Source: an optimization exercise on an open RTL-to-GDS flow (aim: small area). Production flows keep margins and buffers that such runs may drop. RTL that was checked went through simulation tests only; none was proved equivalent to the original. Only the layout flow was run in run 7; the RTL was not checked for function there. Power figures rest on the tool's default switching activity, not on a simulated workload.

<file path="config.mk">
export PLATFORM = sky130hd
export DESIGN_NAME = HC_SR04_module
export DESIGN_NICKNAME = HC_SR04_module
export VERILOG_FILES = /design/flow/design.v
export SDC_FILE = /design/flow/constraint.sdc
export NUM_CORES = 4
export LEC_CHECK = 0
export CAP_MARGIN = 20
export CORE_MARGIN = 2
export CORE_UTILIZATION = 40
export SLEW_MARGIN = 20
</file>
<file path="constraint.sdc">
create_clock -name core_clock -period 12.0 [get_ports {clk}]
set_input_delay 2.4000 -clock core_clock [delete_from_list [all_inputs] [get_ports {clk}]]
set_output_delay 2.4000 -clock core_clock [all_outputs]
set_load 0.01 [all_outputs]
</file>
<file path="design.v">
`timescale 1ns / 1ps
module HC_SR04_module (
    input  clk,
    input  reset,
    input  start_trigger,   
    input  data,            
    output start_tick,
    output[15:0] o_data,
    output done
);
    wire w_tick;   
    HC_SR04_cu U_senor_cu (
        .clk(clk),
        .reset(reset),
        .tick(w_tick),
        .start_trigger(start_trigger),
        .data(data),
        .start_tick(start_tick),
        .o_data(o_data),
        .done(done)
    );
    tick_gen_1us U_tick_gen_1us (
        .clk  (clk),
        .reset(reset),
        .tick (w_tick)
    );
endmodule
module HC_SR04_cu (
    input clk,
    input reset,
    input tick,   
    input start_trigger,   
    input data,   
    output start_tick,   
    output [15:0] o_data,   
    output reg done
);
    parameter IDLE = 0, START = 1, WAIT = 2, DATA = 3;
    parameter MAX_DISTANCE = 400;   
    reg [3:0] state, next;
    reg [5:0] tick_count, tick_count_next;
    reg [15:0] data_reg, data_next;
    reg start_tick_reg, start_tick_next;
    reg done_next;
    assign o_data = data_reg / 58;
    assign start_tick = start_tick_reg;
    always @(posedge clk, posedge reset) begin
        if (reset) begin
            state <= 0;
            tick_count <= 0;
            data_reg <= 0;
            start_tick_reg <= 0;
            done <= 0;
        end else begin
            state <= next;
            tick_count <= tick_count_next;
            data_reg <= data_next;
            start_tick_reg <= start_tick_next;
            done <= done_next;
        end
    end
    always @(*) begin
        next = state;
        data_next = data_reg;
        tick_count_next = tick_count;
        start_tick_next = start_tick_reg;
        done_next = 0;
        case (state)
            IDLE:
            if (start_trigger == 1) begin
                next = START;   
            end
            START:
            if (tick == 1) begin
                data_next = 0;   
                start_tick_next = 1;   
                tick_count_next = tick_count + 1;
                if (tick_count_next == 10) begin     
                    next = WAIT;
                    start_tick_next = 0;
                    tick_count_next = 0;
                end
            end
            WAIT:
            if (data == 1) begin
                next = DATA;      
            end else begin
                next = state;
            end
            DATA:
            if (data == 1) begin
                if (tick == 1) begin
                    data_next = data_reg + 1;
                    if (data_next == MAX_DISTANCE * 58) begin
                        next = IDLE;   
                    end
                end
            end else if (data == 0) begin
                done_next = 1;
                next = IDLE;
            end
        endcase
    end
endmodule
module tick_gen_1us (
    input  clk,
    input  reset,
    output tick
);
    localparam BAUD_COUNT = 100;
    reg [$clog2(BAUD_COUNT)-1:0] count_reg, count_next;
    reg tick_reg, tick_next;
    assign tick = tick_reg;
    always @(posedge clk, posedge reset) begin
        if (reset == 1) begin
            count_reg <= 0;
            tick_reg  <= 0;
        end else begin
            count_reg <= count_next;
            tick_reg  <= tick_next;
        end
    end
    always @(*) begin
        count_next = count_reg;
        tick_next  = tick_reg;
        if (count_reg == BAUD_COUNT - 1) begin
            count_next = 0;
            tick_next  = 1;   
        end else begin
            count_next = count_reg + 1;
            tick_next  = 0;
        end
    end
endmodule
</file>
<file path="run.sh">
#!/bin/bash
# synth_recipe.tcl (not shown) runs the flow's synth.tcl, then flattens the netlist and writes it again
# the make line also repeats each setting of config.mk as NAME=value (left out here)
make -C /OpenROAD-flow-scripts/flow DESIGN_CONFIG=/design/flow/config.mk WORK_HOME=/design/flow/orfs CLKGATE_MAP_FILE= SYNTH_SCRIPT=/design/flow/synth_recipe.tcl finish
</file>
==> summary.md, run 1 <==
| Metric | Value |
|---|---|
| Core box area | `10790 um2` |
| Post-synthesis cell area | `4413 um2` |
| Area share of the largest cell type after synthesis | `19.28%` |
| Status | `finished clean` |
| Average detailed-routed wire length per instance | `16.21 um` |
| Global-route wire length before repair | `19570 um` |
| Number of instances in the synthesized netlist | `578` |
| Final Instance Area | `4686 um2` |
| Pin count of the biggest net entering global routing | `35` |
| Global-route total usage across every layer | `20.02%` |
| Post-route worst hold slack | `0.4955 ns` |
| Parity-gate share of the synthesized area counting xor and xnor cells | `5.897%` |
| Placed Instance Area | `4542 um2` |
| Final-report hold violation count | `0` |
| Unique cell type count in the Yosys netlist | `92` |
| Number of primary I/O pins | `22` |
| Postcts setup bufs | `0` |
| Cell chosen for the clock root | `sky130_fd_sc_hd__clkbuf_8` |
| Number of standard cells in the final layout excluding fillers | `707` |
| Congestion Overflow GR | `0` |
| Largest register FFs | `16` |
| Post-synthesis share of cell area spent on and, or, nand and nor gates | `24.13%` |
| Startpoint Class | `flop` |
| TritonCTS clock tree | `yes` |
| Die boundary height | `109.0 um` |
| Worst Skew | `0.01300 ns` |
| Inserted Clock Buffers | `5` |
| Actual slew at the worst max-slew pin | `0.7828 ns` |
| Area share of fa/ha/maj cells after synthesis | `3.374%` |
| Proportion of layout cells with a drive suffix above 1 | `8.642%` |
| Top achievable clock speed | `0.09111 GHz` |
| Via density | `6.209` |
| Setup repair after global routing missed its margin | `no` |
| Endpoint type of the worst setup path | `output port` |
| Slew headroom | `47.81%` |
| HP Class | `reg2reg` |
| Fraction of registers with async set/reset | `100.0%` |
| Most repeated cell in the gate-level netlist after synthesis | `sky130_fd_sc_hd__nand2_1` |
| Die outline area | `11890 um2` |
| Worst path most repeated cell | `sky130_fd_sc_hd__o31a_1` |
| Number of antenna violations at the first check in global routing | `0` |
| Shortest clock period the worst path allows after layout | `10.98 ns` |
| Number of register bits inferred by synthesis | `34` |
| Number of enable-type register cells in the synthesized netlist | `0` |
| Post-CTS resize count | `0` |
| Post-Route WL | `11460 um` |
| Skew-Pair Late Insertion Delay | `0.30 ns` |
| Number of maximum-capacitance violations | `0` |
| Vias in the first global route | `3985` |
| VDD IR max | `0.00009737 V` |
| Sink count of the clock tree | `34` |
| Antenna Violating Nets Remaining | `0` |
| Largest cells by area after synthesis | `sky130_fd_sc_hd__dfrtp_1 19%, sky130_fd_sc_hd__o21ai_0 6.1%, sky130_fd_sc_hd__nand2_1 4.7%, sky130_fd_sc_hd__xnor2_1 4.2%, sky130_fd_sc_hd__a21oi_1 3.7%` |
| Required arrival time at the worst endpoint | `9.60 ns` |
| Kind of cell with the highest combined delay on the critical path | `compound AO/OA/AOI/OAI gates` |
| Detailed-routing iteration count for the pre-antenna-repair pass | `7` |
| Critical-path maximum fanout | `20` |
| Hpwl dp | `8340 um` |
| Power density of the placed cells | `63.85 nW/um2` |
| Die Width | `109.0 um` |
| Setup_tns | `0 ns` |
| Average size of a mapped cell | `7.635 um2` |
| Fraction of the mapped netlist area in compound gates | `35.58%` |
| Count of yosys warnings during synthesis | `2` |
| Leakage power | `0.001806 uW` |
| Tcrit/Tclk final | `91.47%` |
| Starting utilization of the core area | `40.89%` |
| Worst-path cell with the longest stage delay | `sky130_fd_sc_hd__dfrtp_1` |
| Buffers on Ports | `16` |
| Worst Path Class, Setup | `reg2out` |
| Arr. time, crit path | `8.58 ns` |
| Register clock-pin slew on the reported worst setup and hold paths | `0.08 ns` |
| Longest individual stage delay on the worst path | `0.63 ns` |
| Total buffers and inverters traversed by the critical path | `3` |
| H-tree lvl count | `2` |
| Final routed DRC violation total | `0` |
| Multiplexer share of the synthesized area | `3.544%` |
| Placed Cells incl. Taps | `699` |
| Antenna diode count | `0` |
| Proportion of synthesized chip area in sequential cells | `19.28%` |
| Routability congestion estimate | `0.8967` |
| Synth area leader | `sky130_fd_sc_hd__dfrtp_1` |
| Post-layout util | `43.42%` |
| Deepest clock path buffer count | `2` |
| Setup Viol. Count Final | `0` |
| Rows | `38` |
| Net count reported at finish | `581` |
| Most instantiated flip-flop cell in the synthesis netlist | `sky130_fd_sc_hd__dfrtp_1` |
| Combinational family with the most area after synthesis | `compound AO/OA/AOI/OAI gates` |
| Max-slew violations | `0` |
| Iteration-0 DRC Markers | `289` |
| Hold buffers post-CTS | `0` |
| Area growth syn-to-layout | `6.181%` |
| Leading post-synthesis cells by instance count | `55 x sky130_fd_sc_hd__nand2_1, 54 x sky130_fd_sc_hd__o21ai_0, 41 x sky130_fd_sc_hd__nor2_1` |
| Vias after detailed routing | `4390` |
cell usage in the layout, fill, tap and decap left out, drive strengths merged, types with 6 or more instances in the layout:
cell type	n
a31oi	12
o21ai	55
nand2	55
xnor2	23
inv	25
a211oi	9
nor2b	7
clkdlybuf4s50	16
a211o	8
nand3	24
nand4	11
or2	6
and2	9
a21oi	35
nor4	9
ha	11
dfrtp	34
o31ai	9
and3	13
nor3	20
a221oi	6
mux2i	10
nor2	43
o211ai	16
area by class of cell:
type,instances,area (um2)
multi-input cells,479,3226
inverters,27,113.9
clock buffers,5,68.82
fillers,1073,6107
clock inverters,3,68.82
well taps,140,175.2
repair buffers,19,182.7
flip-flops and latches,34,850.8
stage by stage:
step           setup slack, ns  power [uW]
3_3_place_gp             1.775       170.9
5_1_grt                 0.4726       312.9
3_5_place_dp             1.514       172.6
6_report                 1.024       299.2
2_1_floorplan            3.127       161.9
4_1_cts                  1.158       302.7
per-layer routing:
metal / part of all wire, % / routed length, um / track usage (%)
met5: 0 / 0 / 0
met2: 47 / 5353 / 32.17
met3: 4.6 / 527 / 2.690
met4: 1.2 / 138 / 4.579
met1: 47 / 5445 / 28.46
power breakdown:
part	total, uW	switching [uW]	internal [uW]
sequential	123	3.36	119
clock	130	46.4	83.3
combinational	46.7	26.5	20.3
kinds of logic after synthesis:
logic type / after synthesis
AND/OR/NAND/NOR: 213
AO/OA/AOI/OAI: 208
buffers and inverters: 69
flip-flops: 34
XOR/XNOR: 28
multiplexers: 13
adder cells (fa/ha/maj): 12
other: 1
worst paths after layout:
kind | from | endpoint | slack (ns) | cells after the start
max | U_senor_cu.data_reg[12] | o_data[0] | 1.02 | 27
min | U_tick_gen_1us.count_reg[0] | U_tick_gen_1us.count_reg[0] | 0.50 | 1
max reg2reg | U_senor_cu.data_reg[6] | U_senor_cu.state[1] | 8.74 | 9
min reg2reg | U_tick_gen_1us.count_reg[0] | U_tick_gen_1us.count_reg[0] | 0.50 | 1
max in group asynchronous | reset | U_senor_cu.state[0] | 9.18 | 3
min in group asynchronous | reset | U_senor_cu.tick_count[4] | 2.50 | 3
==> inputs of run 2 (changes only) <==
==> design.v (replaced) <==
`timescale 1ns / 1ps
module HC_SR04_module (
    input  clk,
    input  reset,
    input  start_trigger,
    input  data,
    output start_tick,
    output [15:0] o_data,
    output done
);
    localparam IDLE = 2'd0, START = 2'd1, WAIT = 2'd2, DATA = 2'd3;
    reg [6:0] div;
    wire tick = div[6] & div[5] & div[2];
    reg [1:0] state;
    reg [8:0] q;
    reg [5:0] r;
    reg done_reg;
    wire in_start = (state == START);
    wire in_data  = (state == DATA);
    wire r_last   = r[5] & r[4] & r[3] & r[0];          
    wire r_ninth  = r[3] & r[0];                        
    wire q_last   = q[8] & q[7] & q[3] & q[2] & q[1] & q[0];  
    wire count    = in_data & data & tick;
    assign start_tick = in_start & (r != 6'd0);
    assign o_data = {7'd0, q};
    assign done = done_reg;
    always @(posedge clk, posedge reset) begin
        if (reset) begin
            div <= 7'd0;
        end else begin
            div <= tick ? 7'd1 : div + 7'd1;
        end
    end
    always @(posedge clk, posedge reset) begin
        if (reset) begin
            state <= IDLE;
            q <= 9'd0;
            done_reg <= 1'b0;
        end else begin
            done_reg <= in_data & ~data;
            case (state)
                IDLE:  if (start_trigger) state <= START;
                START: if (tick) begin
                    q <= 9'd0;
                    if (r_ninth) state <= WAIT;
                end
                WAIT:  if (data) state <= DATA;
                DATA:  if (!data) state <= IDLE;
                       else if (tick && r_last) begin
                           q <= q + 9'd1;
                           if (q_last) state <= IDLE;
                       end
            endcase
        end
    end
    always @(posedge clk) begin
        if (!state[0])
            r <= 6'd0;
        else if (tick && (in_start || data))
            r <= r_last ? 6'd0 : r + 6'd1;
    end
endmodule
--- a/config.mk
+++ b/config.mk
@@ -7,5 +7,7 @@
 export LEC_CHECK = 0
+export ABC_AREA = 1
 export CAP_MARGIN = 20
 export CORE_MARGIN = 2
-export CORE_UTILIZATION = 40
+export CORE_UTILIZATION = 70
+export CTS_BUF_LIST = sky130_fd_sc_hd__clkbuf_8
 export SLEW_MARGIN = 20
==> run 2 against run 1 <==
Via count is 69% lower. Flip-flop and latch count decreased by 9. Synthesized area down 64%. Critical endpoint is now start_tick. Largest power group is now sequential cells. Sequential share of layout area up 15 points.
==> summary.md, run 2 <==
| Metric | Value |
|---|---|
| Status | `finished clean` |
| Vias after detailed routing | `1361` |
| Most repeated cell in the gate-level netlist after synthesis | `sky130_fd_sc_hd__nand2_1` |
| Final-report hold violation count | `0` |
| Routability congestion estimate | `0.8672` |
| Global-route total usage across every layer | `26.16%` |
| Endpoint type of the worst setup path | `output port` |
| Final routed DRC violation total | `0` |
| Deepest clock path buffer count | `2` |
| Congestion Overflow GR | `0` |
| Global-route track usage on met1 | `29.63%` |
| Shortest clock period the worst path allows after layout | `4.196 ns` |
| TritonCTS clock tree | `yes` |
| Most Used Layer, Global Route | `met2` |
| Leakage power | `0.0008641 uW` |
| Global-route wire length before repair | `5181 um` |
| Power density of the placed cells | `135.6 nW/um2` |
| Critical-path maximum fanout | `5` |
| Total power consumption of the routed design | `240.2 uW` |
| Number of antenna violations at the first check in global routing | `0` |
| Global Route met3 Usage | `3.448%` |
| Setup repair after global routing missed its margin | `no` |
| Via density | `5.296` |
| Post-route worst hold slack | `0.5071 ns` |
| Skew-Pair Late Insertion Delay | `0.28 ns` |
| Detailed-routing iteration count for the pre-antenna-repair pass | `4` |
| Highest-count cells in the layout ignoring fill and taps | `51 x sky130_fd_sc_hd__nand2_1, 32 x sky130_fd_sc_hd__inv_1, 23 x sky130_fd_sc_hd__nand3_1, 19 x sky130_fd_sc_hd__dfrtp_1` |
| Number of enable-type register cells in the synthesized netlist | `0` |
| Final Instance Area | `1772 um2` |
| Commonest non-fill, non-tap cell in the layout | `sky130_fd_sc_hd__nand2_1` |
| Count of yosys warnings during synthesis | `1` |
| Cell chosen for the clock root | `sky130_fd_sc_hd__clkbuf_8` |
| Setup_tns | `0 ns` |
| Net count reported at finish | `243` |
| Rows | `17` |
| Area growth syn-to-layout | `10.54%` |
| Startpoint Class | `flop` |
| Core box area | `2191 um2` |
| Number of maximum-capacitance violations | `0` |
| Placed Cells incl. Taps | `253` |
| Die boundary height | `51.85 um` |
| Worst-path cell with the longest stage delay | `sky130_fd_sc_hd__clkdlybuf4s50_1` |
| Largest cells by area after synthesis | `sky130_fd_sc_hd__dfrtp_1 30%, sky130_fd_sc_hd__nand2_1 12%, sky130_fd_sc_hd__dfxtp_1 7.5%, sky130_fd_sc_hd__inv_1 7.5%, sky130_fd_sc_hd__nand3_1 7.2%` |
| Hpwl dp | `2285 um` |
| Die Width | `51.85 um` |
| Max-slew violations | `0` |
| Proportion of layout cells with a drive suffix above 1 | `11.79%` |
| Number of standard cells in the final layout excluding fillers | `257` |
| Worst Skew | `0.003768 ns` |
| Met2 GRT Util | `47.68%` |
| Post-synthesis cell area | `1603 um2` |
| Average size of a mapped cell | `7.490 um2` |
| Worst path most repeated cell | `sky130_fd_sc_hd__inv_1` |
| Antenna diode count | `0` |
| Synth area leader | `sky130_fd_sc_hd__dfrtp_1` |
| Setup slack on the worst flop-to-flop path | `10.09 ns` |
| Largest register FFs | `9` |
| Number of instances in the synthesized netlist | `214` |
| Hold buffers post-CTS | `0` |
| Sink count of the clock tree | `25` |
| Pin count of the biggest net entering global routing | `20` |
| Top achievable clock speed | `0.2383 GHz` |
| Postcts setup bufs | `0` |
| Longest individual stage delay on the worst path | `0.52 ns` |
| H-tree lvl count | `1` |
| HP Class | `reg2reg` |
| Buffers on Ports | `14` |
| Kind of cell with the highest combined delay on the critical path | `buffers and inverters` |
| Slew headroom | `52.16%` |
| VDD IR max | `0.0001504 V` |
| Proportion of synthesized chip area in sequential cells | `37.16%` |
| Required arrival time at the worst endpoint | `9.60 ns` |
| Tcrit/Tclk final | `34.97%` |
| Setup Viol. Count Final | `0` |
| Arr. time, crit path | `1.80 ns` |
| Die outline area | `2688 um2` |
| Number of register bits inferred by synthesis | `25` |
| Starting utilization of the core area | `73.16%` |
| Fraction of registers with async set/reset | `76.00%` |
| Vias in the first global route | `1234` |
| Post-CTS resize count | `0` |
| Antenna Violating Nets Remaining | `0` |
| Unique cell type count in the Yosys netlist | `25` |
| Total buffers and inverters traversed by the critical path | `3` |
| Leading post-synthesis cells by instance count | `51 x sky130_fd_sc_hd__nand2_1, 32 x sky130_fd_sc_hd__inv_1, 23 x sky130_fd_sc_hd__nand3_1` |
| Number of primary I/O pins | `22` |
| Most instantiated flip-flop cell in the synthesis netlist | `sky130_fd_sc_hd__dfrtp_1` |
| Area share of the largest cell type after synthesis | `29.66%` |
| Placed Instance Area | `1725 um2` |
| Post-Route WL | `2993 um` |
| Average detailed-routed wire length per instance | `11.65 um` |
| Actual slew at the worst max-slew pin | `0.7168 ns` |
| Iteration-0 DRC Markers | `29` |
| Inserted Clock Buffers | `3` |
| Worst Path Class, Setup | `reg2out` |
| Register clock-pin slew on the reported worst setup and hold paths | `0.09 ns` |
| Cell chain of the critical path | `inv_1 -> ha_1 -> o31ai_1 -> inv_1 -> clkdlybuf4s50_1` |
==> run 2: cell count changes after synthesis, sizes merged, moves of 12 or more <==
| cell | change |
|---|---|
| o21ai | -38 |
| a21oi | -27 |
| nor2 | -26 |
| xnor2 | -23 |
| buf | -18 |
| nor3 | -17 |
| o211ai | -16 |
| clkbuf | -15 |
| dfrtp | -15 |
| and3 | -13 |
| a31oi | -12 |
==> run 2: cells by family after synthesis <==
group	Yosys count	share of synthesized area, %
adder cells (fa/ha/maj)	9	7.026
buffers and inverters	42	12.41
flip-flops	25	37.16
AND/OR/NAND/NOR	110	32.71
XOR/XNOR	1	0.5465
other	1	0.2340
AO/OA/AOI/OAI	26	9.914
==> run 2: through the flow <==
step | util [%] | setup slack (ns)
after floorplan | - | 8.697
after global placement | 78.76 | 8.149
after detailed placement | 78.76 | 8.102
after CTS | 80.87 | 7.792
after global routing | 80.87 | 7.684
final | 80.87 | 7.804
==> run 2: per-layer routing <==
| metal | up-vias | part of all wire [%] |
|---|---|---|
| li1 | 693 | - |
| met3 | 7 | 4.6 |
| met2 | 44 | 51 |
| met4 | 0 | 2.2 |
| met5 | - | 0 |
| met1 | 617 | 42 |
==> run 2: layout make-up <==
class | count | area [um2]
multi-input combinational | 153 | 830.8
sequential | 25 | 595.6
fill | 149 | 419.2
timing repair buffer | 14 | 140.1
inverter | 33 | 123.9
clock buffer | 3 | 41.29
tap | 28 | 35.03
clock inverter | 1 | 5.005
==> run 2: power breakdown <==
group | internal, uW | total, uW | switching, uW
registers | 90.2 | 98.2 | 8.04
clock network | 23.3 | 51.2 | 27.9
logic | 32.4 | 90.8 | 58.4
total | 146 | 240 | 94.3
==> run 2: final timing paths <==
path	start	end	depth (start not counted)
hold / removal	div[0]	div[0]	1
max in group asynchronous	reset	q[8]	2
setup reg to reg	state[0]	q[3]	6
min in group asynchronous	reset	q[5]	2
setup / recovery	state[1]	start_tick	5
hold reg to reg	div[0]	div[0]	1
==> inputs of run 3 (changes only) <==
--- a/config.mk
+++ b/config.mk
@@ -10,3 +10,3 @@
 export CORE_MARGIN = 2
-export CORE_UTILIZATION = 70
+export CORE_UTILIZATION = 40
 export CTS_BUF_LIST = sky130_fd_sc_hd__clkbuf_8
==> run 3 against run 2 <==
Still clean on timing, DRC and antenna. Register-to-register slack is essentially flat. Sequential share of layout area shrank 0.51 points. Clock-buffer cell count is the same. Via count shrank 5.4%. Maximum frequency is essentially flat. Cell count grew 8.6%. Sequential power shrank 0.5%. Critical path type unchanged. Critical endpoint unchanged. Largest cell class unchanged.
==> summary.md, run 3 <==
| Metric | Value |
|---|---|
| Area growth syn-to-layout | `12.26%` |
| Average size of a mapped cell | `7.490 um2` |
| Parity-gate share of the synthesized area counting xor and xnor cells | `0.5464%` |
| Arr. time, crit path | `1.80 ns` |
| Status | `finished clean` |
| Largest register FFs | `9` |
| Max-slew violations | `0` |
| Proportion of synthesized chip area in sequential cells | `37.16%` |
| Number of instances in the synthesized netlist | `214` |
| Die boundary height | `67.30 um` |
| Iteration-0 DRC Markers | `40` |
| Unique cell type count in the Yosys netlist | `25` |
| Worst Reg-to-Reg Cells | `5` |
| Final Instance Area | `1799 um2` |
| Actual slew at the worst max-slew pin | `0.7291 ns` |
| Setup_tns | `0 ns` |
| Inserted Clock Buffers | `3` |
| Average detailed-routed wire length per instance | `9.903 um` |
| Highest-count cells in the layout ignoring fill and taps | `51 x sky130_fd_sc_hd__nand2_1, 32 x sky130_fd_sc_hd__inv_1, 23 x sky130_fd_sc_hd__nand3_1, 19 x sky130_fd_sc_hd__dfrtp_1` |
| Number of maximum-capacitance violations | `0` |
| Rows | `23` |
| Most repeated cell in the gate-level netlist after synthesis | `sky130_fd_sc_hd__nand2_1` |
| Worst Skew | `0.003275 ns` |
| Setup Viol. Count Final | `0` |
| Die outline area | `4529 um2` |
| Post-Route WL | `2763 um` |
| Global-route total usage across every layer | `14.80%` |
| Longest individual stage delay on the worst path | `0.52 ns` |
| Global-route wire length before repair | `5085 um` |
| Startpoint Class | `flop` |
| Detailed-routing iteration count for the pre-antenna-repair pass | `4` |
| Worst hold path cell count | `1` |
| Core box area | `3914 um2` |
| Routability congestion estimate | `0.8571` |
| Buffers on Ports | `14` |
| Number of enable-type register cells in the synthesized netlist | `0` |
| Sink count of the clock tree | `25` |
| Top achievable clock speed | `0.2382 GHz` |
| Starting utilization of the core area | `40.95%` |
| Register area | `595.6 um2` |
| HP Class | `reg2reg` |
| Post-synthesis cell area | `1603 um2` |
| Number of antenna violations at the first check in global routing | `0` |
| Fraction of the mapped netlist area in compound gates | `9.914%` |
| Post-synthesis share of cell area spent on and, or, nand and nor gates | `32.71%` |
| Leading post-synthesis cells by instance count | `51 x sky130_fd_sc_hd__nand2_1, 32 x sky130_fd_sc_hd__inv_1, 23 x sky130_fd_sc_hd__nand3_1` |
| Area of the multi-input gates | `830.8 um2` |
| Largest cells by area after synthesis | `sky130_fd_sc_hd__dfrtp_1 30%, sky130_fd_sc_hd__nand2_1 12%, sky130_fd_sc_hd__dfxtp_1 7.5%, sky130_fd_sc_hd__inv_1 7.5%, sky130_fd_sc_hd__nand3_1 7.2%` |
| Count of yosys warnings during synthesis | `1` |
| Congestion Overflow GR | `0` |
| Final-report hold violation count | `0` |
| Setup repair after global routing missed its margin | `no` |
| Synth area leader | `sky130_fd_sc_hd__dfrtp_1` |
| Critical-path maximum fanout | `5` |
| Antenna Violating Nets Remaining | `0` |
| Setup slack on the worst flop-to-flop path | `10.10 ns` |
| Hpwl dp | `2130 um` |
| Final routed DRC violation total | `0` |
| Commonest non-fill, non-tap cell in the layout | `sky130_fd_sc_hd__nand2_1` |
| Area share of the largest cell type after synthesis | `29.66%` |
| TritonCTS clock tree | `yes` |
| Worst Path Class, Setup | `reg2out` |
| Hold buffers post-CTS | `0` |
| Die Width | `67.30 um` |
| Vias in the first global route | `1181` |
| Cell chosen for the clock root | `sky130_fd_sc_hd__clkbuf_8` |
| Post-CTS resize count | `0` |
| Number of register bits inferred by synthesis | `25` |
| Leakage power | `0.0008641 uW` |
| Tcrit/Tclk final | `34.99%` |
| Via density | `4.616` |
| Area share of fa/ha/maj cells after synthesis | `7.026%` |
| Endpoint type of the worst setup path | `output port` |
| Fraction of registers with async set/reset | `76.00%` |
| H-tree lvl count | `1` |
| Register clock-pin slew on the reported worst setup and hold paths | `0.09 ns` |
| Net count reported at finish | `243` |
| Pin count of the biggest net entering global routing | `20` |
| Slew headroom | `51.34%` |
| VDD IR max | `0.00008184 V` |
| Worst-path cell with the longest stage delay | `sky130_fd_sc_hd__clkdlybuf4s50_1` |
| Antenna diode count | `0` |
| Combinational family with the most area after synthesis | `simple AND/OR/NAND/NOR gates` |
| Worst path most repeated cell | `sky130_fd_sc_hd__inv_1` |
| Skew-Pair Late Insertion Delay | `0.28 ns` |
| Deepest clock path buffer count | `2` |
| Vias after detailed routing | `1288` |
| Most instantiated flip-flop cell in the synthesis netlist | `sky130_fd_sc_hd__dfrtp_1` |
| Required arrival time at the worst endpoint | `9.60 ns` |
| Multiplexer share of the synthesized area | `0%` |
| Number of primary I/O pins | `22` |
| Filler Cells Inserted | `426` |
| Proportion of layout cells with a drive suffix above 1 | `11.79%` |
| Placed Instance Area | `1753 um2` |
| Postcts setup bufs | `0` |
| Cell chain of the critical path | `inv_1 -> ha_1 -> o31ai_1 -> inv_1 -> clkdlybuf4s50_1` |
| Shortest clock period the worst path allows after layout | `4.199 ns` |
| Power density of the placed cells | `133.7 nW/um2` |
-- run 3: layer usage --
layer | global-route usage (%) | vias to the layer above | share of wire [%]
met5 | 0 | - | 0
met3 | 2.500 | 5 | 2.7
met2 | 22.90 | 15 | 42
li1 | - | 698 | -
met1 | 20.25 | 570 | 53
met4 | 6.633 | 0 | 2.0
-- run 3: cell families after synthesis --
group / count (synthesis)
AOI/OAI and AO/OA: 26
xor gates and xnor gates: 1
adders and majority gates: 9
buffers and inverters: 42
DFF: 25
other: 1
and+or+nand+nor: 110
-- run 3: final cells by class --
cell class / instances / share of cell area, %
Sequential cell: 25 / 33.10
Timing Repair Buffer: 14 / 7.789
Inverter: 33 / 6.885
Clock inverter: 1 / 0.2782
Clock buffer: 3 / 2.295
Multi-Input combinational cell: 153 / 46.18
Tap cell: 50 / 3.477
-- run 3: stage by stage --
step	hold slack, ns	worst slack, ns	util (%)	instances	total power (uW)
finish	0.4968	7.801	45.97	279	240.5
detailed placement	0.4876	8.094	44.79	275	192.1
CTS	0.5026	7.778	45.97	279	245.3
floorplan	0.4584	8.697	-	220	178.8
global placement	0.4848	8.130	44.79	275	191.3
global route	0.5134	7.688	45.97	279	262.0
-- run 3: final timing paths --
path | endpoint | start
min in group asynchronous | div[5] | reset
worst min register to register | div[0] | div[0]
worst max register to register | q[6] | state[0]
max in group asynchronous | q[7] | reset
worst max-delay path | start_tick | state[1]
worst min-delay path | div[0] | div[0]
-- run 3: where the power goes --
group / switching, uW / leakage (uW) / internal, uW
Sequential: 7.49 / 0.000295 / 90.2
Clock: 29.4 / 0.0000255 / 23.3
Combinational: 57.6 / 0.000543 / 32.4
-- run 3: critical path: cells and delay by family (launching register included) --
family,cells,cell delay (ns)
buffers and inverters,3,0.70
AO/OA/AOI/OAI,1,0.11
adder cells (fa/ha/maj),1,0.29
flip-flops,1,0.42
==> inputs of run 4 (changes only) <==
--- a/config.mk
+++ b/config.mk
@@ -8,5 +8,6 @@
 export ABC_AREA = 1
+export ABC_CLOCK_PERIOD_IN_PS = 100000
 export CAP_MARGIN = 20
 export CORE_MARGIN = 2
-export CORE_UTILIZATION = 40
+export CORE_UTILIZATION = 70
 export CTS_BUF_LIST = sky130_fd_sc_hd__clkbuf_8
==> run 4 against run 3 <==
Via count grew 5.7%. Utilization grew 35 points. Flip-flop and latch count is the same. Sequential power grew 0.5%. First-iteration DRC count shrank 28%. Synthesized cell count is the same. Global-route usage grew 11 points. Register-to-register slack is essentially flat. Maximum frequency is essentially flat. Setup slack gained 0.0025 ns. Routed wire length grew 8.3%. Largest power group unchanged.
==> summary.md, run 4 <==
| Metric | Value |
|---|---|
| Status | `finished clean` |
| Sink count of the clock tree | `25` |
| Number of antenna violations at the first check in global routing | `0` |
| Power density of the placed cells | `135.6 nW/um2` |
| Startpoint Class | `flop` |
| Hpwl dp | `2285 um` |
| Synth area leader | `sky130_fd_sc_hd__dfrtp_1` |
| Hold worst-path end | `div[0]` |
| Worst Path Class, Setup | `reg2out` |
| Post-synthesis cell area | `1603 um2` |
| Commonest non-fill, non-tap cell in the layout | `sky130_fd_sc_hd__nand2_1` |
| Tcrit/Tclk final | `34.97%` |
| Worst-path cell with the longest stage delay | `sky130_fd_sc_hd__clkdlybuf4s50_1` |
| Final Instance Area | `1772 um2` |
| H-tree lvl count | `1` |
| Net count reported at finish | `243` |
| Register area | `595.6 um2` |
| Filler Cells Inserted | `149` |
| Largest register FFs | `9` |
| Iteration-0 DRC Markers | `29` |
| Global-route wire length before repair | `5181 um` |
| Capture point of the worst reg-to-reg path | `q[3]` |
| Final-report hold violation count | `0` |
| Buffers on Ports | `14` |
| Deepest clock path buffer count | `2` |
| Endpoint type of the worst setup path | `output port` |
| Actual slew at the worst max-slew pin | `0.7168 ns` |
| Top achievable clock speed | `0.2383 GHz` |
| Fraction of registers with async set/reset | `76.00%` |
| Register clock-pin slew on the reported worst setup and hold paths | `0.09 ns` |
| Shortest clock period the worst path allows after layout | `4.196 ns` |
| VDD IR max | `0.0001504 V` |
| Slew headroom | `52.16%` |
| Highest-count cells in the layout ignoring fill and taps | `51 x sky130_fd_sc_hd__nand2_1, 32 x sky130_fd_sc_hd__inv_1, 23 x sky130_fd_sc_hd__nand3_1, 19 x sky130_fd_sc_hd__dfrtp_1` |
| Worst path most repeated cell | `sky130_fd_sc_hd__inv_1` |
| Number of register bits inferred by synthesis | `25` |
| Proportion of synthesized chip area in sequential cells | `37.16%` |
| Most instantiated flip-flop cell in the synthesis netlist | `sky130_fd_sc_hd__dfrtp_1` |
| Number of maximum-capacitance violations | `0` |
| Die outline area | `2688 um2` |
| Longest individual stage delay on the worst path | `0.52 ns` |
| Leakage power | `0.0008641 uW` |
| Cell chosen for the clock root | `sky130_fd_sc_hd__clkbuf_8` |
| Vias in the first global route | `1234` |
| Worst Reg-to-Reg Cells | `6` |
| Antenna Violating Nets Remaining | `0` |
| Setup slack on the worst flop-to-flop path | `10.09 ns` |
| Most Used Layer, Global Route | `met2` |
| Detailed-routing iteration count for the pre-antenna-repair pass | `4` |
| Inserted Clock Buffers | `3` |
| Global-route track usage on met1 | `29.63%` |
| HP Class | `reg2reg` |
| Final routed DRC violation total | `0` |
| Number of instances in the synthesized netlist | `214` |
| Cell chain of the critical path | `inv_1 -> ha_1 -> o31ai_1 -> inv_1 -> clkdlybuf4s50_1` |
| Post-CTS resize count | `0` |
| Largest cells by area after synthesis | `sky130_fd_sc_hd__dfrtp_1 30%, sky130_fd_sc_hd__nand2_1 12%, sky130_fd_sc_hd__dfxtp_1 7.5%, sky130_fd_sc_hd__inv_1 7.5%, sky130_fd_sc_hd__nand3_1 7.2%` |
| R2r startpoint | `state[0]` |
| Setup Viol. Count Final | `0` |
| Antenna diode count | `0` |
| Via density | `5.296` |
| Global Route met3 Usage | `3.448%` |
| Skew-Pair Late Insertion Delay | `0.28 ns` |
| TritonCTS clock tree | `yes` |
| Congestion Overflow GR | `0` |
| Rows | `17` |
| Met2 GRT Util | `47.68%` |
| Placed Instance Area | `1725 um2` |
| Starting utilization of the core area | `73.16%` |
| Critical-path maximum fanout | `5` |
| Proportion of layout cells with a drive suffix above 1 | `11.79%` |
| Hold buffers post-CTS | `0` |
| PnR worst setup slack | `7.804 ns` |
| Area of the multi-input gates | `830.8 um2` |
| Number of primary I/O pins | `22` |
| Vias after detailed routing | `1361` |
| Area growth syn-to-layout | `10.54%` |
| Total power consumption of the routed design | `240.2 uW` |
| Worst Skew | `0.003768 ns` |
| Setup repair after global routing missed its margin | `no` |
| Startpoint of the lowest-slack hold path | `div[0]` |
| Worst hold path cell count | `1` |
| Area share of the largest cell type after synthesis | `29.66%` |
| Postcts setup bufs | `0` |
| Leading post-synthesis cells by instance count | `51 x sky130_fd_sc_hd__nand2_1, 32 x sky130_fd_sc_hd__inv_1, 23 x sky130_fd_sc_hd__nand3_1` |
| Post-layout util | `80.87%` |
| Post-placement worst setup slack | `8.102 ns` |
| Required arrival time at the worst endpoint | `9.60 ns` |
| Arr. time, crit path | `1.80 ns` |
| Unique cell type count in the Yosys netlist | `25` |
| Pin count of the biggest net entering global routing | `20` |
| Core box area | `2191 um2` |
| Max-slew violations | `0` |
| Routability congestion estimate | `0.8672` |
| Count of yosys warnings during synthesis | `1` |
| Number of enable-type register cells in the synthesized netlist | `0` |
| Most repeated cell in the gate-level netlist after synthesis | `sky130_fd_sc_hd__nand2_1` |
| Post-Route WL | `2993 um` |
| Setup_tns | `0 ns` |
| Average size of a mapped cell | `7.490 um2` |
| Global-route total usage across every layer | `26.16%` |
| Die boundary height | `51.85 um` |
| Average detailed-routed wire length per instance | `11.65 um` |
| Die Width | `51.85 um` |
-- run 4: cell counts after synthesis --
No cell type changed its count.
-- run 4: worst max-delay path: cells and delay by family (launching register included) --
family	cells	cell delay [ns]
flops	1	0.42
buf+inv	3	0.70
fa+ha+maj	1	0.28
compound gates	1	0.11
-- run 4: layout make-up --
| cell class | instances | share of cell area, % |
|---|---|---|
| multi-input combinational | 153 | 46.89 |
| timing repair buffer | 14 | 7.910 |
| clock inverter | 1 | 0.2825 |
| sequential | 25 | 33.62 |
| clock buffer | 3 | 2.331 |
| tap | 28 | 1.977 |
| inverter | 33 | 6.992 |
-- run 4: cell families after synthesis --
family | Yosys count | synth area share, %
other cells | 1 | 0.2340
buf+inv | 42 | 12.41
fa+ha+maj | 9 | 7.026
xor+xnor | 1 | 0.5465
simple gates | 110 | 32.71
flops | 25 | 37.16
compound gates | 26 | 9.914
-- run 4: how the worst max path moves through the flow --
stage / start / end / cells after the start
6_report: state[1] / start_tick / 5
2_1_floorplan: state[1] / start_tick / 4
5_1_grt: state[1] / start_tick / 5
3_5_place_dp: state[1] / start_tick / 5
4_1_cts: state[1] / start_tick / 5
3_3_place_gp: state[1] / start_tick / 5
-- run 4: metal layers --
layer  up-vias  routed length (um)
li1        693                   -
met1       617                1256
met2        44                1532
met3         7                 137
met4         0                  66
met5         -                   0
-- run 4: report_power, final --
part	total [uW]	switching [uW]	internal (uW)	leakage, uW
Sequential	98.2	8.04	90.2	0.000295
Combinational	90.8	58.4	32.4	0.000543
Clock	51.2	27.9	23.3	0.0000255
Total	240	94.3	146	0.000864
-- run 4: per-stage QoR --
stage	std cells	hold slack, ns
5_1_grt	257	0.5286
3_3_place_gp	253	0.4736
4_1_cts	257	0.5084
3_5_place_dp	253	0.4920
2_1_floorplan	220	0.4584
6_report	257	0.5071
==> inputs of run 5 (changes only) <==
--- a/config.mk
+++ b/config.mk
@@ -7,3 +7,3 @@
 export LEC_CHECK = 0
-export ABC_AREA = 1
+export ABC_AREA = 0
 export ABC_CLOCK_PERIOD_IN_PS = 100000
==> run 5 against run 4 <==
Still clean on timing, DRC and antenna. Clock power is 5.7% lower. Setup slack lost 0.045 ns. Utilization rose by 0.57 points. Synthesized area shrank 9.6%. Flip-flop and latch count unchanged. Clock skew is 0.00093 ns lower. Total power fell by 43%. Routed wire length decreased by 3.5%. Combinational power shrank 96%. Design area fell by 9.8%. Largest cell class unchanged. Largest power group unchanged. Highest routed layer unchanged.
==> summary.md, run 5 <==
| Metric | Value |
|---|---|
| Status | `finished clean` |
| Leading post-synthesis cells by instance count | `19 x sky130_fd_sc_hd__dfrtp_1, 11 x sky130_fd_sc_hd__nand2_1, 10 x sky130_fd_sc_hd__buf_4` |
| Top achievable clock speed | `0.2358 GHz` |
| Average size of a mapped cell | `9.348 um2` |
| H-tree lvl count | `1` |
| Post-layout util | `81.44%` |
| Rows | `16` |
| Actual slew at the worst max-slew pin | `0.7067 ns` |
| Average detailed-routed wire length per instance | `15.04 um` |
| Critical-path maximum fanout | `6` |
| TritonCTS clock tree | `yes` |
| Iteration-0 DRC Markers | `51` |
| Starting utilization of the core area | `73.85%` |
| Hpwl dp | `2091 um` |
| Endpoint type of the worst setup path | `output port` |
| Longest individual stage delay on the worst path | `0.56 ns` |
| Pin count of the biggest net entering global routing | `20` |
| Antenna diode count | `0` |
| Max-slew violations | `0` |
| HP Class | `reg2reg` |
| Startpoint Class | `flop` |
| Worst-path cell with the longest stage delay | `sky130_fd_sc_hd__clkdlybuf4s50_1` |
| Deepest clock path buffer count | `2` |
| Setup repair after global routing missed its margin | `no` |
| Largest cells by area after synthesis | `sky130_fd_sc_hd__dfrtp_1 33%, sky130_fd_sc_hd__dfxtp_1 8.3%, sky130_fd_sc_hd__ha_1 7.8%, sky130_fd_sc_hd__buf_4 5.2%, sky130_fd_sc_hd__o31ai_1 3.6%` |
| Post-CTS resize count | `0` |
| Leakage power | `0.0006494 uW` |
| Unique cell type count in the Yosys netlist | `37` |
| Startpoint of the lowest-slack hold path | `div[0]` |
| Highest-count cells in the layout ignoring fill and taps | `19 x sky130_fd_sc_hd__dfrtp_1, 14 x sky130_fd_sc_hd__clkdlybuf4s50_1, 11 x sky130_fd_sc_hd__nand2_1` |
| Fraction of registers with async set/reset | `76.00%` |
| Postcts setup bufs | `0` |
| Commonest non-fill, non-tap cell in the layout | `sky130_fd_sc_hd__dfrtp_1` |
| Post-synthesis cell area | `1449 um2` |
| Most repeated cell in the gate-level netlist after synthesis | `sky130_fd_sc_hd__dfrtp_1` |
| Area share of the largest cell type after synthesis | `32.82%` |
| Area growth syn-to-layout | `10.28%` |
| Most instantiated flip-flop cell in the synthesis netlist | `sky130_fd_sc_hd__dfrtp_1` |
| Number of maximum-capacitance violations | `0` |
| Vias after detailed routing | `1184` |
| Cell chain of the critical path | `inv_1 -> ha_1 -> a21boi_0 -> clkdlybuf4s50_1` |
| Global-route wire length before repair | `5002 um` |
| Die outline area | `2450 um2` |
| Number of register bits inferred by synthesis | `25` |
| Die Width | `49.50 um` |
| VDD IR max | `0.00007997 V` |
| Count of yosys warnings during synthesis | `1` |
| Worst Path Class, Setup | `reg2out` |
| Number of instances in the synthesized netlist | `155` |
| Sink count of the clock tree | `25` |
| Via density | `6.167` |
| Number of primary I/O pins | `22` |
| PnR worst setup slack | `7.758 ns` |
| Register clock-pin slew on the reported worst setup and hold paths | `0.08 ns` |
| Slew headroom | `52.84%` |
| Worst Skew | `0.002833 ns` |
| Number of enable-type register cells in the synthesized netlist | `0` |
| Critical path origin | `state[1]` |
| Final-report hold violation count | `0` |
| R2r startpoint | `state[1]` |
| Largest register FFs | `9` |
| Die boundary height | `49.50 um` |
| Arr. time, crit path | `1.84 ns` |
| Required arrival time at the worst endpoint | `9.60 ns` |
| Post-placement worst setup slack | `7.896 ns` |
| Synth area leader | `sky130_fd_sc_hd__dfrtp_1` |
| Antenna Violating Nets Remaining | `0` |
| Setup_tns | `0 ns` |
| Final routed DRC violation total | `0` |
| Tcrit/Tclk final | `35.35%` |
| Congestion Overflow GR | `0` |
| Core box area | `1962 um2` |
| Routability congestion estimate | `0.8347` |
| Power density of the placed cells | `85.01 nW/um2` |
| Cell chosen for the clock root | `sky130_fd_sc_hd__clkbuf_8` |
| Number of antenna violations at the first check in global routing | `0` |
| Hold buffers post-CTS | `0` |
| Skew-Pair Late Insertion Delay | `0.26 ns` |
| Global-route total usage across every layer | `26.03%` |
| Detailed-routing iteration count for the pre-antenna-repair pass | `4` |
| Setup Viol. Count Final | `0` |
| Proportion of synthesized chip area in sequential cells | `41.11%` |
| Post-Route WL | `2888 um` |
| Shortest clock period the worst path allows after layout | `4.242 ns` |
| Net count reported at finish | `179` |
| Vias in the first global route | `1105` |
| Inserted Clock Buffers | `3` |
| Proportion of layout cells with a drive suffix above 1 | `5.455%` |
| Buffers on Ports | `14` |
[run 5: cell count changes in the layout (fill, tap and decap cells not counted), sizes merged, moves of 5 or more]
cell / change
inv: -24
nand2: -48
nand3: -15
nor2: -9
o21ai: -8
o31ai: +6
or4: +5
[run 5: power breakdown]
part	internal (uW)	switching (uW)	leakage [uW]	total, uW
Sequential	83.8	0	0.000294	83.8
Clock	23.2	25.1	0.0000255	48.3
Combinational	0.927	2.74	0.000330	3.67
Total	108	27.9	0.000649	136
[run 5: routing by layer]
metal / vias to the layer above / global-route usage [%] / wire, um
li1: 566 / - / -
met5: - / 0 / 0
met1: 557 / 35.33 / 1252
met2: 56 / 42.79 / 1401
met3: 5 / 3.636 / 202
met4: 0 / 9.259 / 32
[run 5: through the flow]
step           hold slack (ns)  total power (uW)  instance area (um2)  cells
2_1_floorplan           0.4555             89.33                 1471    161
3_3_place_gp            0.4740             89.22                 1551    188
3_5_place_dp            0.4866             89.34                 1551    188
4_1_cts                 0.4985             137.1                 1598    192
5_1_grt                 0.5215             140.7                 1598    192
6_report                0.4965             135.8                 1598    192
[run 5: area by class of cell]
cell class	instances	area [um2]
Multi-Input combinational cell	113	748.2
Timing Repair Buffer	14	140.1
Clock inverter	1	5.005
Clock buffer	3	41.29
Tap cell	27	33.78
Inverter	9	33.78
Sequential cell	25	595.6
Fill cell	144	364.1
[run 5: kinds of logic (layout without fill, tap and decap cells)]
logic type	after synthesis	in the layout	synth area share [%]
and+or+nand+nor	56	56	21.33
AOI/OAI and AO/OA	32	32	15.03
DFF	25	25	41.11
buffers and inverters	23	27	8.807
adders and majority gates	9	9	7.772
xor gates and xnor gates	7	7	4.232
muxes	2	2	1.468
other	1	7	0.2588
[run 5: final timing paths]
kind	endpoint	slack, ns	cells after the start
max	start_tick	7.76	4
min	div[0]	0.50	1
max reg2reg	q[7]	10.04	6
min reg2reg	div[0]	0.50	1
max in group asynchronous	q[8]	9.01	2
min in group asynchronous	q[0]	2.54	2
[run 5: critical path: cells and delay by family, from the launching register on]
kind            cells  cell delay, ns
fa+ha+maj           1            0.26
flops               1            0.43
buf+inv             2            0.67
compound gates      1            0.22
==> inputs of run 6 (changes only) <==
==> flow/run.sh (new file) <==
#!/bin/bash
# Own layout flow: standard synthesis, then an area re-mapping of its combinational logic
# (registers untouched), then the standard ORFS layout with small port buffers.
set -euo pipefail
W=$PWD
R=$W/orfs/results/$FLOW_PLATFORM/HC_SR04_module/base
F=$W/flow
bash standard.sh synth > $W/log_1_standard_synth.txt 2>&1
cp $R/1_2_yosys.v $W/std_1_2_yosys.v
LIB=$FLOW_HOME/platforms/sky130hd/lib/sky130_fd_sc_hd__tt_025C_1v80.lib \
DONT="sky130_fd_sc_hd__probe_p_8 sky130_fd_sc_hd__probec_p_8 sky130_fd_sc_hd__lpflow_*" \
IN=$W/std_1_2_yosys.v OUT=$W/resyn.v TOP=$FLOW_TOP ABC_SCRIPT=$F/area.abc \
  yosys -c $F/resyn.tcl > $W/log_2_resyn.txt 2>&1
cp $W/resyn.v $R/1_2_yosys.v
rm -f $R/1_synth.odb $R/1_synth.sdc
bash standard.sh BUFFER_PORTS_ARGS="-buffer_cell sky130_fd_sc_hd__buf_1" SKIP_REPAIR_TIE_FANOUT=1 finish > $W/log_3_layout.txt 2>&1
==> flow/area.abc (new file) <==
strash
&get -n
&deepsyn -T 20
&put
dch -f
&get -n
&nf -a
&put
==> flow/resyn.tcl (new file) <==
# Re-map the combinational logic of the standard synthesis netlist for area.
# Flip-flops (and tie cells) are kept as the very same instances, names and cell types.
yosys -import
set lib $::env(LIB)
read_liberty -ignore_miss_func $lib
read_verilog $::env(IN)
hierarchy -top $::env(TOP)
set keep {}
foreach c [split [tee -q -s result.string select -list t:sky130_fd_sc_hd__df* t:sky130_fd_sc_hd__conb_*] "\n"] {}
foreach t [lsort -unique [regexp -all -inline {sky130_fd_sc_hd__(?:df|conb_)\w+} [tee -q -s result.string ls]]] {}
set used [lsort -unique [regexp -all -inline {sky130_fd_sc_hd__\w+} [read [open $::env(IN)]]]]
foreach t $used {
  if {[regexp {^sky130_fd_sc_hd__(df|conb_)} $t]} {
    setattr -mod -set keep_hierarchy 1 $t
    lappend keep $t
  }
}
flatten
hierarchy -top $::env(TOP)
foreach t $keep { blackbox $t }
opt_clean -purge
set dont {}
foreach c $::env(DONT) { lappend dont -dont_use $c }
abc -liberty $lib {*}$dont -script $::env(ABC_SCRIPT)
opt_clean -purge
stat -liberty $lib
write_verilog -noattr -nohex -nodec $::env(OUT)
==> standard.sh (new file) <==
#!/bin/bash
# synth_recipe.tcl (not shown) runs the flow's synth.tcl, then flattens the netlist and writes it again
# the make line also repeats each setting of config.mk as NAME=value (left out here)
make -C /OpenROAD-flow-scripts/flow DESIGN_CONFIG=/design/flow/config.mk WORK_HOME=/design/flow/orfs CLKGATE_MAP_FILE= SYNTH_SCRIPT=/design/flow/synth_recipe.tcl "${@:-finish}"
removed: run.sh
==> run 6 against run 5 <==
Critical path type is now in2reg. Non-clock buffer count stayed put. Flip-flop and latch count unchanged. Still clean on timing, DRC and antenna. Cell count is 28% lower. Sequential share of layout area increased by 15 points. First-iteration DRC count shrank 67%. Largest cell class is now sequential cells. Critical path depth up 3.
==> summary.md, run 6 <==
| Metric | Value |
|---|---|
| Number of maximum-capacitance violations | `0` |
| Worst Path Class, Setup | `in2reg` |
| Post-Route WL | `2065 um` |
| Count of yosys warnings during synthesis | `1` |
| Hpwl dp | `1420 um` |
| Most Used Layer, Global Route | `met2` |
| Actual slew at the worst max-slew pin | `0.6561 ns` |
| Top achievable clock speed | `0.2514 GHz` |
| Inserted Clock Buffers | `3` |
| Die boundary height | `42.33 um` |
| Cell chosen for the clock root | `sky130_fd_sc_hd__clkbuf_8` |
| Power density of the placed cells | `129.8 nW/um2` |
| TritonCTS clock tree | `yes` |
| Via density | `6.210` |
| Number of antenna violations at the first check in global routing | `0` |
| Leakage power | `0.0005343 uW` |
| Average size of a mapped cell | `9.795 um2` |
| Postcts setup bufs | `0` |
| Sink count of the clock tree | `25` |
| Proportion of layout cells with a drive suffix above 1 | `3.252%` |
| Core box area | `1334 um2` |
| Worst Skew | `0.007243 ns` |
| Setup repair after global routing missed its margin | `no` |
| Worst path most repeated cell | `sky130_fd_sc_hd__and4_1` |
| Setup Viol. Count Final | `0` |
| Shortest clock period the worst path allows after layout | `3.978 ns` |
| Global-route wire length before repair | `3477 um` |
| Net count reported at finish | `128` |
| Die Width | `42.33 um` |
| Hold buffers post-CTS | `0` |
| Setup_tns | `0 ns` |
| Startpoint Class | `input port` |
| Global-route track usage on met1 | `35.45%` |
| Skew-Pair Late Insertion Delay | `0.27 ns` |
| Highest-count cells in the layout ignoring fill and taps | `19 x sky130_fd_sc_hd__dfrtp_1, 15 x sky130_fd_sc_hd__nor2_1, 14 x sky130_fd_sc_hd__a21oi_1, 14 x sky130_fd_sc_hd__buf_1, 11 x sky130_fd_sc_hd__nor3_1` |
| Slew headroom | `55.99%` |
| Final routed DRC violation total | `0` |
| Max-slew violations | `0` |
| Average detailed-routed wire length per instance | `14.96 um` |
| R2r startpoint | `div[5]` |
| VDD IR max | `0.0001274 V` |
| Iteration-0 DRC Markers | `17` |
| Post-CTS resize count | `0` |
| HP Class | `reg2reg` |
| Post-synthesis cell area | `1028 um2` |
| Critical path origin | `data` |
| Number of standard cells in the final layout excluding fillers | `138` |
| Register clock-pin slew on the reported worst setup and hold paths | `0.09 ns` |
| Met2 GRT Util | `41.54%` |
| Required arrival time at the worst endpoint | `12.20 ns` |
| Status | `finished clean` |
| Pin count of the biggest net entering global routing | `20` |
| Deepest clock path buffer count | `2` |
| Arr. time, crit path | `4.18 ns` |
| Startpoint of the lowest-slack hold path | `div[0]` |
| Routability congestion estimate | `0.7953` |
| Vias in the first global route | `772` |
| Longest individual stage delay on the worst path | `0.57 ns` |
| Endpoint type of the worst setup path | `flop` |
| Number of primary I/O pins | `22` |
| Congestion Overflow GR | `0` |
| Tcrit/Tclk final | `33.15%` |
| Global-route total usage across every layer | `25.96%` |
| Critical-path maximum fanout | `5` |
| Final-report hold violation count | `0` |
| Antenna diode count | `0` |
| Worst-path cell with the longest stage delay | `sky130_fd_sc_hd__nor4_1` |
| Buffers on Ports | `14` |
| Largest register FFs | `9` |
| Detailed-routing iteration count for the pre-antenna-repair pass | `5` |
| Vias after detailed routing | `857` |
| Die outline area | `1792 um2` |
| Area growth syn-to-layout | `11.44%` |
| Rows | `13` |
| Placed Cells incl. Taps | `134` |
| Cell chain of the critical path | `buf_1 -> clkinv_1 -> nor4_1 -> and4_1 -> and4_1 -> and3_1 -> a2bb2oi_1` |
| H-tree lvl count | `1` |
| Commonest non-fill, non-tap cell in the layout | `sky130_fd_sc_hd__dfrtp_1` |
| Global Route met3 Usage | `2.586%` |
| Starting utilization of the core area | `77.11%` |
| Antenna Violating Nets Remaining | `0` |
| Number of instances in the synthesized netlist | `105` |
-- run 6: path summary, 6_finish.rpt --
path,to,slack (ns),depth (start not counted)
worst max register to register,q[8],9.73,6
min in group asynchronous,q[5],2.10,2
worst min register to register,div[0],0.50,1
worst max-delay path,q[8],8.02,7
worst min-delay path,div[0],0.50,1
max in group asynchronous,div[3],9.57,2
-- run 6: layout make-up --
class,instances,area [um2]
Fill cell,73,187.7
Clock buffer,3,41.29
Clock inverter,1,5.005
Tap cell,15,18.77
Timing Repair Buffer,14,52.55
Multi-Input combinational cell,77,421.7
Sequential cell,25,595.6
Inverter,3,11.26
-- run 6: metal layers --
layer,up-vias,part of all wire (%)
met1,403,44
li1,412,-
met4,0,2.8
met3,8,4.5
met5,-,0
met2,34,49
-- run 6: worst max-delay path, delay by kind of cell --
kind / cells / cell delay, ns
AO/OA/AOI/OAI: 1 / 0.15
buffers and inverters: 2 / 0.19
AND/OR/NAND/NOR: 4 / 1.43
-- run 6: report_power, final --
| group | switching [uW] | leakage (uW) | internal [uW] | total (uW) |
|---|---|---|---|---|
| logic | 8.76 | 0.000217 | 3.43 | 12.2 |
| clock network | 25.7 | 0.0000255 | 23.2 | 48.9 |
| registers | 1.69 | 0.000292 | 86.0 | 87.7 |
-- run 6: per-stage QoR --
step                setup WS [ns]  utilization (%)  hold slack [ns]  total power [uW]  area [um2]
floorplan                   8.234                -           0.4601             97.89        1028
CTS                         8.073            85.93           0.5037             148.0        1146
global placement            8.002            82.46           0.4841             100.3        1100
finish                      8.022            85.93           0.5029             148.7        1146
detailed placement          7.892            82.46           0.4850             101.3        1100
global route                7.919            85.93           0.5271             153.4        1146
==> inputs of run 7 (changes only) <==
--- a/design.v
+++ b/design.v
@@ -12,3 +12,3 @@
     reg [6:0] div;
-    wire tick = div[6] & div[5] & div[2];
+    wire tick = div[6] & div[5] & ~div[4] & ~div[2] & div[1] & div[0];
     reg [1:0] state;
@@ -28,5 +28,5 @@
         if (reset) begin
-            div <= 7'd0;
+            div <= 7'h23;
         end else begin
-            div <= tick ? 7'd1 : div + 7'd1;
+            div <= {div[5:0], div[6] ^ div[0] ^ tick};
         end
--- a/flow/resyn.tcl
+++ b/flow/resyn.tcl
@@ -8,4 +8,2 @@
 set keep {}
-foreach c [split [tee -q -s result.string select -list t:sky130_fd_sc_hd__df* t:sky130_fd_sc_hd__conb_*] "\n"] {}
-foreach t [lsort -unique [regexp -all -inline {sky130_fd_sc_hd__(?:df|conb_)\w+} [tee -q -s result.string ls]]] {}
 set used [lsort -unique [regexp -all -inline {sky130_fd_sc_hd__\w+} [read [open $::env(IN)]]]]
--- a/config.mk
+++ b/config.mk
@@ -13,2 +13,3 @@
 export CTS_BUF_LIST = sky130_fd_sc_hd__clkbuf_8
+export CTS_CLUSTER_SIZE = 30
 export SLEW_MARGIN = 20
==> run 7 against run 6 <==
Still clean. Synthesized area fell by 4.1%. First-iteration DRC count rose by 110%. Register-to-register slack lost 0.31 ns. Maximum frequency is 1.7% higher. Sequential power fell by 4.3%. Clock power up 4.7%. Non-clock buffer count unchanged. Clock skew decreased by 0.0020 ns.
==> summary.md, run 7 <==
| Metric | Value |
|---|---|
| Proportion of layout cells with a drive suffix above 1 | `7.018%` |
| Core box area | `1301 um2` |
| Routability congestion estimate | `0.7658` |
| Register clock-pin slew on the reported worst setup and hold paths | `0.09 ns` |
| Average detailed-routed wire length per instance | `17.46 um` |
| TritonCTS clock tree | `yes` |
| Rows | `13` |
| Hold buffers post-CTS | `0` |
| Flop pwr share | `61.0%` |
| Longest individual stage delay on the worst path | `0.61 ns` |
| Critical-path maximum fanout | `5` |
| Worst Skew | `0.005265 ns` |
| Die outline area | `1725 um2` |
| Inserted Clock Buffers | `3` |
| Required arrival time at the worst endpoint | `12.20 ns` |
| Power density of the placed cells | `123.9 nW/um2` |
| Commonest non-fill, non-tap cell in the layout | `sky130_fd_sc_hd__dfrtp_1` |
| Final routed DRC violation total | `0` |
| Count of yosys warnings during synthesis | `1` |
| Critical path origin | `data` |
| Power spent charging and discharging nets | `29.92 uW` |
| Cell-internal power | `107.7 uW` |
| Area growth syn-to-layout | `12.69%` |
| Global-route wire length before repair | `3760 um` |
| Met1 WL | `943 um` |
| Slew headroom | `56.07%` |
| Starting utilization of the core area | `75.77%` |
| Vias in the first global route | `791` |
| Hpwl dp | `1495 um` |
| Antenna diode count | `0` |
| Setup Viol. Count Final | `0` |
| Via density | `6.403` |
| Vias after detailed routing | `826` |
| Average size of a mapped cell | `10.27 um2` |
| Clock network power share | `37.2%` |
| H-tree lvl count | `1` |
| Deepest clock path buffer count | `2` |
| Setup repair after global routing missed its margin | `no` |
| Final-report hold violation count | `0` |
| Number of primary I/O pins | `22` |
| Congestion Overflow GR | `0` |
| Uppermost layer routed | `met4` |
| Leakage power | `0.0004528 uW` |
| Buffers on Ports | `14` |
| Top achievable clock speed | `0.2556 GHz` |
| Die Width | `41.53 um` |
| Total power consumption of the routed design | `137.6 uW` |
| VDD IR max | `0.00007933 V` |
| Cell chain of the critical path | `buf_1 -> nor2b_1 -> and2_0 -> nor4_1 -> nand4_1 -> or3_1 -> a21oi_1` |
| Die boundary height | `41.53 um` |
| Post-CTS resize count | `0` |
| Met3 wire length | `134 um` |
| Sink count of the clock tree | `25` |
| Highest-count cells in the layout ignoring fill and taps | `16 x sky130_fd_sc_hd__dfrtp_1, 14 x sky130_fd_sc_hd__buf_1, 11 x sky130_fd_sc_hd__nor2_1, 11 x sky130_fd_sc_hd__nor3_1` |
| Shortest clock period the worst path allows after layout | `3.912 ns` |
| Postcts setup bufs | `0` |
| Post-Route WL | `2252 um` |
| Iteration-0 DRC Markers | `35` |
| Post-synthesis cell area | `985.9 um2` |
| Net count reported at finish | `119` |
| Number of instances in the synthesized netlist | `96` |
| Startpoint Class | `input port` |
| Power share of the combinational group | `1.8%` |
| Largest register FFs | `9` |
| Switching share of power | `21.74%` |
| Number of antenna violations at the first check in global routing | `0` |
| Antenna Violating Nets Remaining | `0` |
| Detailed-routing iteration count for the pre-antenna-repair pass | `4` |
| Number of maximum-capacitance violations | `0` |
| Startpoint of the lowest-slack hold path | `div[3]` |
| Global-route total usage across every layer | `29.56%` |
| Met2 Wirelength | `1065 um` |
| Setup_tns | `0 ns` |
| Arr. time, crit path | `4.11 ns` |
| Cell chosen for the clock root | `sky130_fd_sc_hd__clkbuf_8` |
| R2r startpoint | `div[1]` |
| Worst Path Class, Setup | `in2reg` |
| Tcrit/Tclk final | `32.60%` |
| Endpoint type of the worst setup path | `flop` |
| HP Class | `reg2reg` |
| Pin count of the biggest net entering global routing | `20` |
| Worst-path cell with the longest stage delay | `sky130_fd_sc_hd__nor4_1` |
| Max-slew violations | `0` |
| Actual slew at the worst max-slew pin | `0.6554 ns` |
| Status | `finished clean` |
| Skew-Pair Late Insertion Delay | `0.27 ns` |
-- run 7: cell types whose count changed in the layout (fill, tap and decap cells not counted), moves of 2 or more --
cell,change
sky130_fd_sc_hd__a21oi_1,-6
sky130_fd_sc_hd__and2_0,+6
sky130_fd_sc_hd__and3_1,-4
sky130_fd_sc_hd__nor2_1,-4
sky130_fd_sc_hd__dfrtp_1,-3
sky130_fd_sc_hd__dfstp_2,+3
sky130_fd_sc_hd__nand3_1,-3
sky130_fd_sc_hd__a31oi_1,+2
sky130_fd_sc_hd__and4_1,-2
sky130_fd_sc_hd__nor4_1,+2
sky130_fd_sc_hd__o21a_1,-2
sky130_fd_sc_hd__o21ai_0,+2
-- run 7: stage by stage --
step | cell area (um2) | setup slack, ns | instances | hold slack [ns] | utilization (%)
2_1_floorplan | 985.9 | 8.228 | 96 | 0.3312 | -
3_3_place_gp | 1057 | 8.016 | 125 | 0.3451 | 81.25
3_5_place_dp | 1057 | 7.858 | 125 | 0.3388 | 81.25
4_1_cts | 1106 | 8.137 | 129 | 0.3668 | 85.00
5_1_grt | 1111 | 7.987 | 129 | 0.3873 | 85.38
6_report | 1111 | 8.088 | 129 | 0.3666 | 85.38
-- run 7: metal layers --
layer	track usage, %	up-vias
met5	0	-
met4	17.42	0
met3	5.217	14
met2	48.44	42
met1	36.53	392
li1	-	378
-- run 7: worst paths after layout --
path | to | slack (ns) | depth (start not counted)
worst max-delay path | q[8] | 8.09 | 7
worst min-delay path | div[4] | 0.37 | 0
worst max register to register | q[8] | 9.42 | 6
worst min register to register | div[4] | 0.37 | 0
max in group asynchronous | div[0] | 9.56 | 2
min in group asynchronous | div[6] | 2.09 | 2
-- run 7: power by group through the flow --
stage / Clock, uW / Sequential (uW) / Combinational, uW
2_1_floorplan: 0 / 85.6 / 1.90
3_3_place_gp: 0 / 85.6 / 2.53
3_5_place_dp: 0 / 85.6 / 2.54
4_1_cts: 50.4 / 83.9 / 2.53
5_1_grt: 54.3 / 83.9 / 2.90
6_report: 51.2 / 83.9 / 2.49
-- run 7: final cells by class --
class	instances	area [um2]
Clock buffer	3	41.29
Clock inverter	1	7.507
Fill cell	70	190.2
Inverter	2	7.507
Multi-Input combinational cell	69	384.1
Sequential cell	25	599.3
Tap cell	15	18.77
Timing Repair Buffer	14	52.55
-- run 7: critical path: cells and delay by family --
family / cells / cell delay [ns]
AND/OR/NAND/NOR: 5 / 1.50
buffers and inverters: 1 / 0.07
AO/OA/AOI/OAI: 1 / 0.15

-- static timing again, ports no longer ideal --
The results above use ideal ports. As a check the final layouts listed here were re-extracted and re-timed, cells and wires unchanged. Step 1 assumes that a clkbuf_16 drives the clock port and a buf_2 every other input. Step 2 times the ports against the registers' clock, not the clock port: input delays grow and output delays shrink by t, the midpoint of the rising clock arrivals with the driver on. a / b / c = ideal ports / drivers / drivers and shift; a / b = the first two.
run	shift t [ns]	setup slack, ns	clock arrival spread, ns	worst slew at a driven data input, ns	pins driven straight from the clock port
run 1	0.321	1.024 / 0.996 / 1.317	0.013 / 0.013	0.03	1
run 2	0.297	7.804 / 7.781 / 8.078	0.004 / 0.004	0.05	1
run 3	0.301	7.801 / 7.776 / 8.078	0.003 / 0.003	0.03	1
run 4	0.297	7.804 / 7.781 / 8.078	0.004 / 0.004	0.05	1
run 5	0.285	7.758 / 7.735 / 7.868	0.003 / 0.003	0.03	1
run 6	0.292	8.022 / 8.026 / 7.734	0.008 / 0.008	0.03	1
run 7	0.294	8.088 / 8.083 / 7.789	0.005 / 0.006	0.03	1
After both steps every run listed still meets setup and hold. For run 7, which loses most, drivers alone change the setup slack by -0.005 ns; drivers and shift together by -0.299 ns.
